Source: an optimization exercise on an open RTL-to-GDS flow (aim: small area). Production flows keep margins and buffers that such runs may drop.
The RTL was checked by simulation tests, not by an equivalence proof against the original design.
Power figures rest on the tool's default switching activity, not on a simulated workload.

--- flow/run.sh ---
#!/bin/bash
# The standard layout (standard.sh) with these changes:
#  - ABC maps the logic with an area-oriented script (&deepsyn, then dch and
#    amap), tried with a few random seeds; the smallest result is kept.
#    Everything else in synthesis, the flip-flop mapping included, is the
#    standard synthesis (synth_recipe.tcl), so the registers are the same.
#    Yosys's full/half-adder extraction is skipped (ADDER_MAP_FILE empty), so
#    ABC sees the adders' logic as plain gates.
#  - the port buffers are made from the smallest buffer cell.
#  - clock tree synthesis adds no dummy loads.
set -euo pipefail
W=$PWD
mkdir -p "$W/abc"
cat > "$W/synth_area.tcl" <<EOF
proc abc {args} {
  set i [lsearch \$args -script]
  set lib [lindex \$args [expr {[lsearch \$args -liberty] + 1}]]
  yosys design -save pre_abc
  set best ""
  foreach seed {7 11 2 3 5 13} {
    yosys design -load pre_abc
    set f $W/abc/seed\$seed.script
    set fh [open \$f w]
    puts \$fh "strash\n&get -n\n&deepsyn -T 20 -S \$seed\n&put\ndch -f\namap\ntopo"
    close \$fh
    lset args [expr {\$i + 1}] \$f
    yosys abc {*}\$args
    yosys tee -q -o $W/abc/stat\$seed.txt stat -liberty \$lib
    set fh [open $W/abc/stat\$seed.txt r]; set txt [read \$fh]; close \$fh
    regexp {Chip area for module [^:]*: ([0-9.]+)} \$txt -> a
    puts "abc seed \$seed: area \$a"
    if {\$best eq "" || \$a < \$best} { set best \$a; yosys design -save best_abc }
  }
  yosys design -load best_abc
}
source $W/synth_recipe.tcl
EOF
export BUFFER_PORTS_ARGS="-buffer_cell sky130_fd_sc_hd__buf_1"
export CTS_ARGS="-sink_clustering_enable -repair_clock_nets -buf_list sky130_fd_sc_hd__clkbuf_8 -dont_use_dummy_load"
bash standard.sh SYNTH_SCRIPT="$W/synth_area.tcl" ADDER_MAP_FILE= finish > standard.log 2>&1
--- standard.sh ---
#!/bin/bash
# synth_recipe.tcl (not shown) runs the flow's synth.tcl, then flattens the netlist and writes it again
# the make line also repeats each setting of config.mk as NAME=value (left out here)
make -C /OpenROAD-flow-scripts/flow DESIGN_CONFIG=/design/flow/config.mk WORK_HOME=/design/flow/orfs CLKGATE_MAP_FILE= SYNTH_SCRIPT=/design/flow/synth_recipe.tcl "${@:-finish}"
--- config.mk ---
export PLATFORM = sky130hd
export DESIGN_NAME = top_module
export DESIGN_NICKNAME = top_module
export VERILOG_FILES = /design/flow/design.v
export SDC_FILE = /design/flow/constraint.sdc
export NUM_CORES = 4
export LEC_CHECK = 0
export CAP_MARGIN = 20
export CORE_MARGIN = 2
export CORE_UTILIZATION = 40
export CTS_BUF_LIST = sky130_fd_sc_hd__clkbuf_8
export PLACE_DENSITY = 0.6
export SLEW_MARGIN = 20
--- constraint.sdc ---
create_clock -name core_clock -period 10.0 [get_ports {clk}]
set_input_delay 2.0000 -clock core_clock [delete_from_list [all_inputs] [get_ports {clk}]]
set_output_delay 2.0000 -clock core_clock [all_outputs]
set_load 0.01 [all_outputs]
--- design.v ---
`timescale 1ns / 1ps
module clk_divider(
	input clk_in,
	input rst_n,
	output tick
    );
reg [5:0] q;
assign tick = (q[5:1] == 5'b01101);
wire fb = ~(q[5] ^ q[4]);
always @(posedge clk_in or negedge rst_n)
begin
	if (!rst_n)
		q <= 6'd57;
	else
		q <= {q[4], q[3] ^ tick, q[2:0], fb};
end
endmodule
`timescale 1ns / 1ps
module debouncer(
	input 		clk,
	input 		en,
	input 		rst_n,
	input 		noisy_in,
	output 		rise
    );
reg s0;
assign rise = noisy_in & ~s0;
always @(posedge clk or negedge rst_n)
begin
	if (!rst_n)
		s0 <= 1'b0;
	else if (en)
		s0 <= noisy_in;
end
endmodule
`timescale 1ns / 1ps
module elevator(
	input clk, rst,
	input tick,
	input [4:0] rise,         
	input direction_1, direction_2, direction_3,
	input [4:0] fd,           
	output reg [4:0] Lig_All,
	output reg [4:0] Elev_Put,
	output reg led_busy,
	output [4:0] disp         
);
reg [2:0] nhall0, nhall1, nhall;
wire [2:0] hall = ~nhall;
always @(posedge clk or negedge rst)
begin
	if (!rst) begin
		nhall0 <= 3'd0;
		nhall1 <= 3'd0;
		nhall <= 3'd0;
	end
	else if (tick) begin
		nhall0 <= ~(rise[0] ? 3'd0 : rise[1] ? 3'd1 : rise[2] ? 3'd2 :
		            rise[3] ? 3'd3 : rise[4] ? 3'd4 : 3'd7);
		nhall1 <= nhall0;
		nhall <= nhall1;
	end
end
reg [7:0] Say;            
reg [2:0] pressed;        
reg way_want;
reg [2:0] inner;          
reg [4:0] Layer;
reg PosLoc, Current_way;
reg [2:0] regression;
reg [2:0] FinishPart;     
reg [1:0] DirMe;          
function lt3;
	input [2:0] a, b;
	lt3 = ~a[2] & (b[2] | (~a[1] & b[1]) | ((~a[1] | b[1]) & ~a[0] & b[0]));
endfunction
function [4:0] dec5;
	input [2:0] a;
	dec5 = {a[2], ~a[2] & (a[1:0] == 2'd3), ~a[2] & (a[1:0] == 2'd2),
	        ~a[2] & (a[1:0] == 2'd1), ~a[2] & (a[1:0] == 2'd0)};
endfunction
wire step = tick & (&Say);
wire step_d = tick & ~|Say[7:3] & ~Say[0];
wire [4:0] car = fd & ~Layer;
wire pv = ~(pressed[2] & pressed[1]) && (pressed != regression);
wire iv = ~(inner[2] & inner[1]) && (inner != regression);
wire [1:0] dir_stop = regression[1:0] | {2{regression[2]}};
wire qv = pv | iv;
wire [2:0] q = pv ? pressed : inner;
wire q_way_ok = !pv || (way_want == Current_way);
wire in_r0 = (regression == 3'd0);
wire arrive = !PosLoc && FinishPart == regression;
wire dstop = !PosLoc && DirMe == dir_stop;
wire q_mid = q_way_ok && (Current_way ? (lt3(q, regression) && lt3(FinishPart, q))
                                      : (lt3(regression, q) && lt3(q, FinishPart)));
wire start = qv && (in_r0 || PosLoc);
wire take = start || (qv && !in_r0 && !arrive && !dstop && q_mid);
assign disp = {PosLoc, Current_way, regression};
always @(posedge clk)
begin
	if (!rst) begin
		led_busy <= 1'b0;
		Lig_All <= 5'd0;
		Elev_Put <= 5'd0;
		inner <= 3'd7;
		PosLoc <= 1'b1;
		regression <= 3'd0;
		Say <= 8'd6;
		pressed <= 3'd7;
		Layer <= 5'd0;
	end
	else if (tick) begin
		Layer <= fd;
		Say <= step ? 8'd6 : Say + 8'd1;
		if (~(hall[2] & hall[1]) && !step) begin
			pressed <= hall;
			way_want <= hall[1] ? (hall[0] ? direction_3 : direction_2) : direction_1;
		end
		else if (step_d)
			pressed <= 3'd7;
		if (car[0] && !step)      inner <= 3'd0;
		else if (car[1] && !step) inner <= 3'd1;
		else if (car[2] && !step) inner <= 3'd2;
		else if (car[3] && !step) inner <= 3'd3;
		else if (car[4] && !step) inner <= 3'd4;
		else if (step_d)          inner <= 3'd7;
		if (step) begin
			if (in_r0 ? !qv : (arrive || dstop)) begin
				Elev_Put <= Elev_Put & ~dec5(regression);
				Lig_All <= Lig_All & ~dec5(regression);
			end
			else if (take) begin
				if (pv)
					Elev_Put <= Elev_Put | dec5(q);
				else
					Lig_All <= Lig_All | dec5(q);
			end
			led_busy <= in_r0 ? (qv ? led_busy : ~PosLoc) : (arrive || dstop);
		end
		if (step_d) begin
			if (in_r0) begin
				if (qv)
					regression <= 3'd1;
				PosLoc <= !qv;
			end
			else if (arrive)
				PosLoc <= 1'b1;
			else if (dstop)
				DirMe <= 2'd0;
			else if (!PosLoc)
				regression <= (Current_way || regression[2]) ? regression - 3'd1 : regression + 3'd1;
			if (start) begin
				FinishPart <= q;
				PosLoc <= 1'b0;
				DirMe <= 2'd0;
				Current_way <= !lt3(regression, q);
			end
			else if (take)
				DirMe <= q[1:0];
		end
	end
end
endmodule
`timescale 1ns / 1ps
module ssd(
	input clk,
	input rst,                  
	input [4:0] disp,           
	output a_out, b_out, c_out, d_out, e_out, f_out, g_out,
	output p_out,
	output [7:0] an
);
reg [16:0] cnt;
reg [3:0] st;                   
localparam [16:0] TERM = 17'd85105;
localparam [16:0] TMASK = ~17'h04004;
wire adv = ((cnt ^ TERM) & TMASK) == 17'd0;
wire fb = ~(cnt[16] ^ cnt[13]);
wire [3:0] st_n = !rst ? 4'd0 : !adv ? st : st[3] ? 4'd1 : st + 4'd1;
always @(posedge clk)
begin
	if (!rst)
		cnt <= 17'd117873;
	else
		cnt <= {cnt[15] ^ adv, cnt[14:0], fb};
	st <= st_n;
end
assign an[7] = ~st[3];
genvar i;
generate
	for (i = 0; i < 7; i = i + 1) begin : g_an
		assign an[i] = (st[2:0] != i + 1);
	end
endgenerate
assign p_out = 1'b1;
reg [4:0] disp_d;
always @(posedge clk)
	disp_d <= disp;
reg [6:0] seg;
always @(*)
begin
	case (st[2:0])
	3'd0: seg = {6'b111111, ~st[3]};    
	3'd1: case (disp_d[2:0])
		3'd0: seg = 7'b0000001;
		3'd1: seg = 7'b1001111;
		3'd2: seg = 7'b0010010;
		3'd3: seg = 7'b0000110;
		default: seg = 7'b1101100;
		endcase
	3'd2: seg = 7'b1111110;
	3'd3: seg = 7'b1110001;
	3'd4: seg = 7'b0111000;
	3'd5: seg = disp_d[4] ? 7'b1000010 : disp_d[3] ? 7'b0000001 : 7'b0011000;
	3'd6: seg = disp_d[4] ? 7'b1001111 : disp_d[3] ? 7'b1000010 : 7'b1000001;
	default: seg = 7'b1111110;
	endcase
end
assign {a_out, b_out, c_out, d_out, e_out, f_out, g_out} = seg;
endmodule
`timescale 1ns / 1ps
module top_module(
    input clk,
    rst,
    floor_0_p,
    floor_1_p,
    floor_2_p,
    floor_3_p,
    floor_4_p,
    direction_1,
    direction_2,
    direction_3,
    floor_0_d,
    floor_1_d,
    floor_2_d,
    floor_3_d,
    floor_4_d,
    output led_inside_0,
    led_inside_1,
    led_inside_2,
    led_inside_3,
    led_inside_4,
    led_outside_0,
    led_outside_1,
    led_outside_2,
    led_outside_3,
    led_outside_4,
    led_busy,
    a_out,b_out,c_out,d_out,e_out,f_out,g_out,p_out,
    output [7:0]an
);
    wire tick;
    wire [4:0] rise;
    wire [4:0] disp;
    clk_divider divider(.clk_in(clk), .rst_n(rst), .tick(tick));
    debouncer pb0(.clk(clk), .en(tick), .rst_n(rst), .noisy_in(floor_0_p), .rise(rise[0]));
    debouncer pb1(.clk(clk), .en(tick), .rst_n(rst), .noisy_in(floor_1_p), .rise(rise[1]));
    debouncer pb2(.clk(clk), .en(tick), .rst_n(rst), .noisy_in(floor_2_p), .rise(rise[2]));
    debouncer pb3(.clk(clk), .en(tick), .rst_n(rst), .noisy_in(floor_3_p), .rise(rise[3]));
    debouncer pb4(.clk(clk), .en(tick), .rst_n(rst), .noisy_in(floor_4_p), .rise(rise[4]));
    elevator elev(
        .clk(clk), .rst(rst), .tick(tick), .rise(rise),
        .direction_1(direction_1), .direction_2(direction_2), .direction_3(direction_3),
        .fd({floor_4_d, floor_3_d, floor_2_d, floor_1_d, floor_0_d}),
        .Lig_All({led_inside_4, led_inside_3, led_inside_2, led_inside_1, led_inside_0}),
        .Elev_Put({led_outside_4, led_outside_3, led_outside_2, led_outside_1, led_outside_0}),
        .led_busy(led_busy),
        .disp(disp));
    ssd seven_segment_display(
        .clk(clk), .rst(rst), .disp(disp),
        .a_out(a_out), .b_out(b_out), .c_out(c_out), .d_out(d_out),
        .e_out(e_out), .f_out(f_out), .g_out(g_out), .p_out(p_out),
        .an(an));
endmodule
==> results.json <==
{
  "start_kind": "flip-flop",
  "grt_pass1_vias": 2702,
  "final_cells": 567,
  "drt-initial-drc-count": 169,
  "slowest_delay_ns": 0.43,
  "yosysUniqueCellTypes": 39,
  "multi_input_area_sq_um": 1370,
  "finalPower_uw": 562,
  "p_leak_uw": 0.00139,
  "synth_seq_cells": 87,
  "cts_num_sinks": 87,
  "synth_nets": 424,
  "hold_path_class": "flip-flop to flip-flop",
  "tightest_slew_ns": 0.727,
  "pin_count": 42,
  "critPathMaxFanout": 7,
  "status": "timing/DRC/antenna clean",
  "synth_common_cells": "clkinv_1 (66), dfxtp_1 (60), nor2_1 (57), nand2_1 (31), a21oi_1 (23)",
  "synthArstFlopShare_pct": 23.0,
  "coreArea_sq_um": 8640,
  "h-tree-depth": 3,
  "cts_root_buf": "clkbuf_8",
  "cp_slowest_cell": "dfxtp_1",
  "r2r_end": "elev.Lig_All[0]",
  "dp_hpwl_um": 5310,
  "cp_common_cell": "nor2_1",
  "yosysMostFrequentCell": "clkinv_1",
  "grt_pass1_wl_um": 12400,
  "synthTopCellsByArea": "dfxtp_1 (34%), dfrtp_1 (11%), clkinv_1 (7.0%)",
  "path_clk_slew_ns": 0.08,
  "routabilityCongestion": 0.898,
  "cp-startpoint": "seven_segment_display.st[0]",
  "die_y_um": 98.0,
  "worstSkewPairLatency_ns": 0.34,
  "grt_max_degree": 40,
  "maxClockFrequency_ghz": 0.251,
  "ant_nets": 0,
  "yosysSeqAreaShare_pct": 54.2,
  "nets": 476,
  "routed_via_density": 5.20,
  "dieArea_sq_um": 9610,
  "slew_headroom_pct": 51.1,
  "register_area_sq_um": 1920,
  "totalWireLength_um": 7070,
  "timing.final.crit_share_pct": 39.8,
  "min_path_cells": 0,
  "rr_worst_depth": 19,
  "crit_end": "d_out",
  "yosys_warnings": 4,
  "synth_edf_count": 7,
  "port_buffers": 40,
  "hold_viol": 0,
  "numCtsBuffers": 9,
  "reg2reg_from": "elev.regression[2]",
  "routedWlPerCell_um": 12.5,
  "rows": 34,
  "peakVddDrop_mv": 0.0688,
  "critPathArrivalTime_ns": 1.98,
  "holdBufCountCts": 0,
  "path_class": "flip-flop to output pin",
  "dr.pass1.iters": 5,
  "cts_tree": "done",
  "maxSlewViolCount": 0,
  "num_vias": 2948,
  "setup_viol": 0,
  "syn_avg_cell_area_sq_um": 8.65,
  "post_cts_buffers": 0,
  "remaining_drc_errors": 0,
  "maxCapViolCount": 0,
  "crit_chain": "clkinv_1, nor2_1, nand2_1, o211ai_1, nor2_1, a21oi_1, a211oi_1, buf_1",
  "clockBufferDepth": 2,
  "rrSetupSlack_ns": 6.04,
  "whs_ns": 0.381,
  "die_w_um": 98.0,
  "fin_tns_setup_ns": 0,
  "endpoint_kind": "output pin",
  "yosysTopAreaCell": "dfxtp_1",
  "filler_cell_count": 868,
  "yosysTopAreaCellShare_pct": 34.0,
  "cts_resized": 0,
  "cp.required_ns": 8.00,
  "fin_crit_ns": 3.98,
  "rsz0062_at_grt": "false",
  "postSynthCellCount": 409,
  "drive_above_1_share_pct": 3.70,
  "antenna_found_initial": 0,
  "fin_skew_ns": 0.0222,
  "antenna_cells": 0,
  "syn-cell-area_sq_um": 3540,
  "synth_ff_type": "dfxtp_1",
  "grt.overflow.total": 0,
  "grt_usage_pct": 15.7,
  "p_per_area_nw_per_um2": 142,
  "start_util_pct": 41.0,
  "dpl.cell_count": 558,
  "areaGrowthSynthToFinish_pct": 12.0
}
## flip-flops by register name, indices dropped and copies added, names as in the netlist, 4 cells and up
signal and count:
elev.Say 8, elev.Lig_All 5, seven_segment_display.st 4, seven_segment_display.disp_d 5, elev.Layer 5, seven_segment_display.cnt 17, divider.q 6, elev.Elev_Put 5
## cells by family after synthesis
logic type	share of synthesized area [%]
AO/OA/AOI/OAI	19.5
buffers and inverters	7.22
flip-flops	54.2
other	0.106
AND/OR/NAND/NOR	19.0
## per-layer routing
| layer | vias to the layer above | wire length, um | track usage (%) |
|---|---|---|---|
| li1 | 1516 | - | - |
| met1 | 1361 | 3450 | 20.7 |
| met2 | 64 | 3260 | 25.0 |
| met3 | 7 | 277 | 3.94 |
| met4 | 0 | 82 | 5.56 |
| met5 | - | 0 | 0 |
## through the flow
step           util [%]  instance area [sq um]  setup WS (ns)
2_1_floorplan         -                   3540           6.36
5_1_grt            45.9                   3960           5.54
3_5_place_dp       44.4                   3840           5.76
6_report           45.9                   3960           6.02
4_1_cts            45.9                   3960           6.00
3_3_place_gp       44.4                   3840           5.82
## where the power goes
part	leakage, uW	internal [uW]	switching (uW)
Combinational	0.000528	6.68	12.1
Sequential	0.000800	357	2.13
Clock	0.0000647	80.6	104
Total	0.00139	444	118
## cell type report
type | instances | share of cell area, %
Inverter | 66 | 6.26
Multi-Input combinational cell | 255 | 34.6
Clock buffer | 9 | 3.13
Timing Repair Buffer | 42 | 4.20
Sequential cell | 87 | 48.4
Tap cell | 108 | 3.41
## layout by cell type, fill, tap and decap left out, types with 6 or more instances in the layout
| cell type | Yosys | layout |
|---|---|---|
| o21a_1 | 8 | 8 |
| nor2_1 | 57 | 57 |
| a21oi_1 | 23 | 23 |
| o21ai_0 | 20 | 20 |
| dfrtp_1 | 16 | 16 |
| or2_0 | 8 | 8 |
| nand2_1 | 31 | 31 |
| nor2b_1 | 8 | 8 |
| o22a_1 | 11 | 11 |
| edfxtp_1 | 7 | 7 |
| nor3_1 | 18 | 17 |
| clkbuf_8 | 0 | 9 |
| buf_1 | 0 | 39 |
| dfxtp_1 | 60 | 60 |
| a211oi_1 | 6 | 6 |
| o22ai_1 | 22 | 22 |
| clkinv_1 | 66 | 66 |
| nand3_1 | 9 | 9 |
## worst min-delay path by stage
stage / startpoint / to / slack, ns
after floorplan: divider.q[1] / divider.q[2] / 0.35
after global placement: divider.q[1] / divider.q[2] / 0.36
after detailed placement: divider.q[1] / divider.q[2] / 0.37
after CTS: divider.q[1] / divider.q[2] / 0.38
after global routing: divider.q[1] / divider.q[2] / 0.39
final: divider.q[1] / divider.q[2] / 0.38
## critical path: cells and delay by family, from the launching register on
kind	cells	cell delay, ns
DFF	1	0.43
buffers and inverters	2	0.36
and+or+nand+nor	3	0.46
AOI/OAI and AO/OA	3	0.39

port drivers added, routing unchanged:
The flow's constraints put no driver on any port. The routed layout listed below was extracted and timed again, unchanged, in two steps. Step 1: set_driving_cell puts a clkbuf_16 on clk and a buf_2 on each other input, an assumption about the parent block. Step 2 moves the port delays by t, midway between the first and last clock arrival at a register: inputs arrive t later, outputs are due t later. That takes back most of the time a late clock gives input paths. Slacks: no drivers / after step 1 / after step 2; pairs: no drivers / after step 1.
t (ns): 0.367
slack for setup (ns): 6.021 / 5.990 / 5.794
hold WS [ns]: 0.381 / 0.381 / 0.381
slew at the worst register clock pin (ns): 0.09 / 0.09
cell pins on the clock port's net: 1
After both steps setup and hold are still met in this run. The setup slack of this run moves by -0.031 ns with the drivers and by -0.227 ns with both steps.
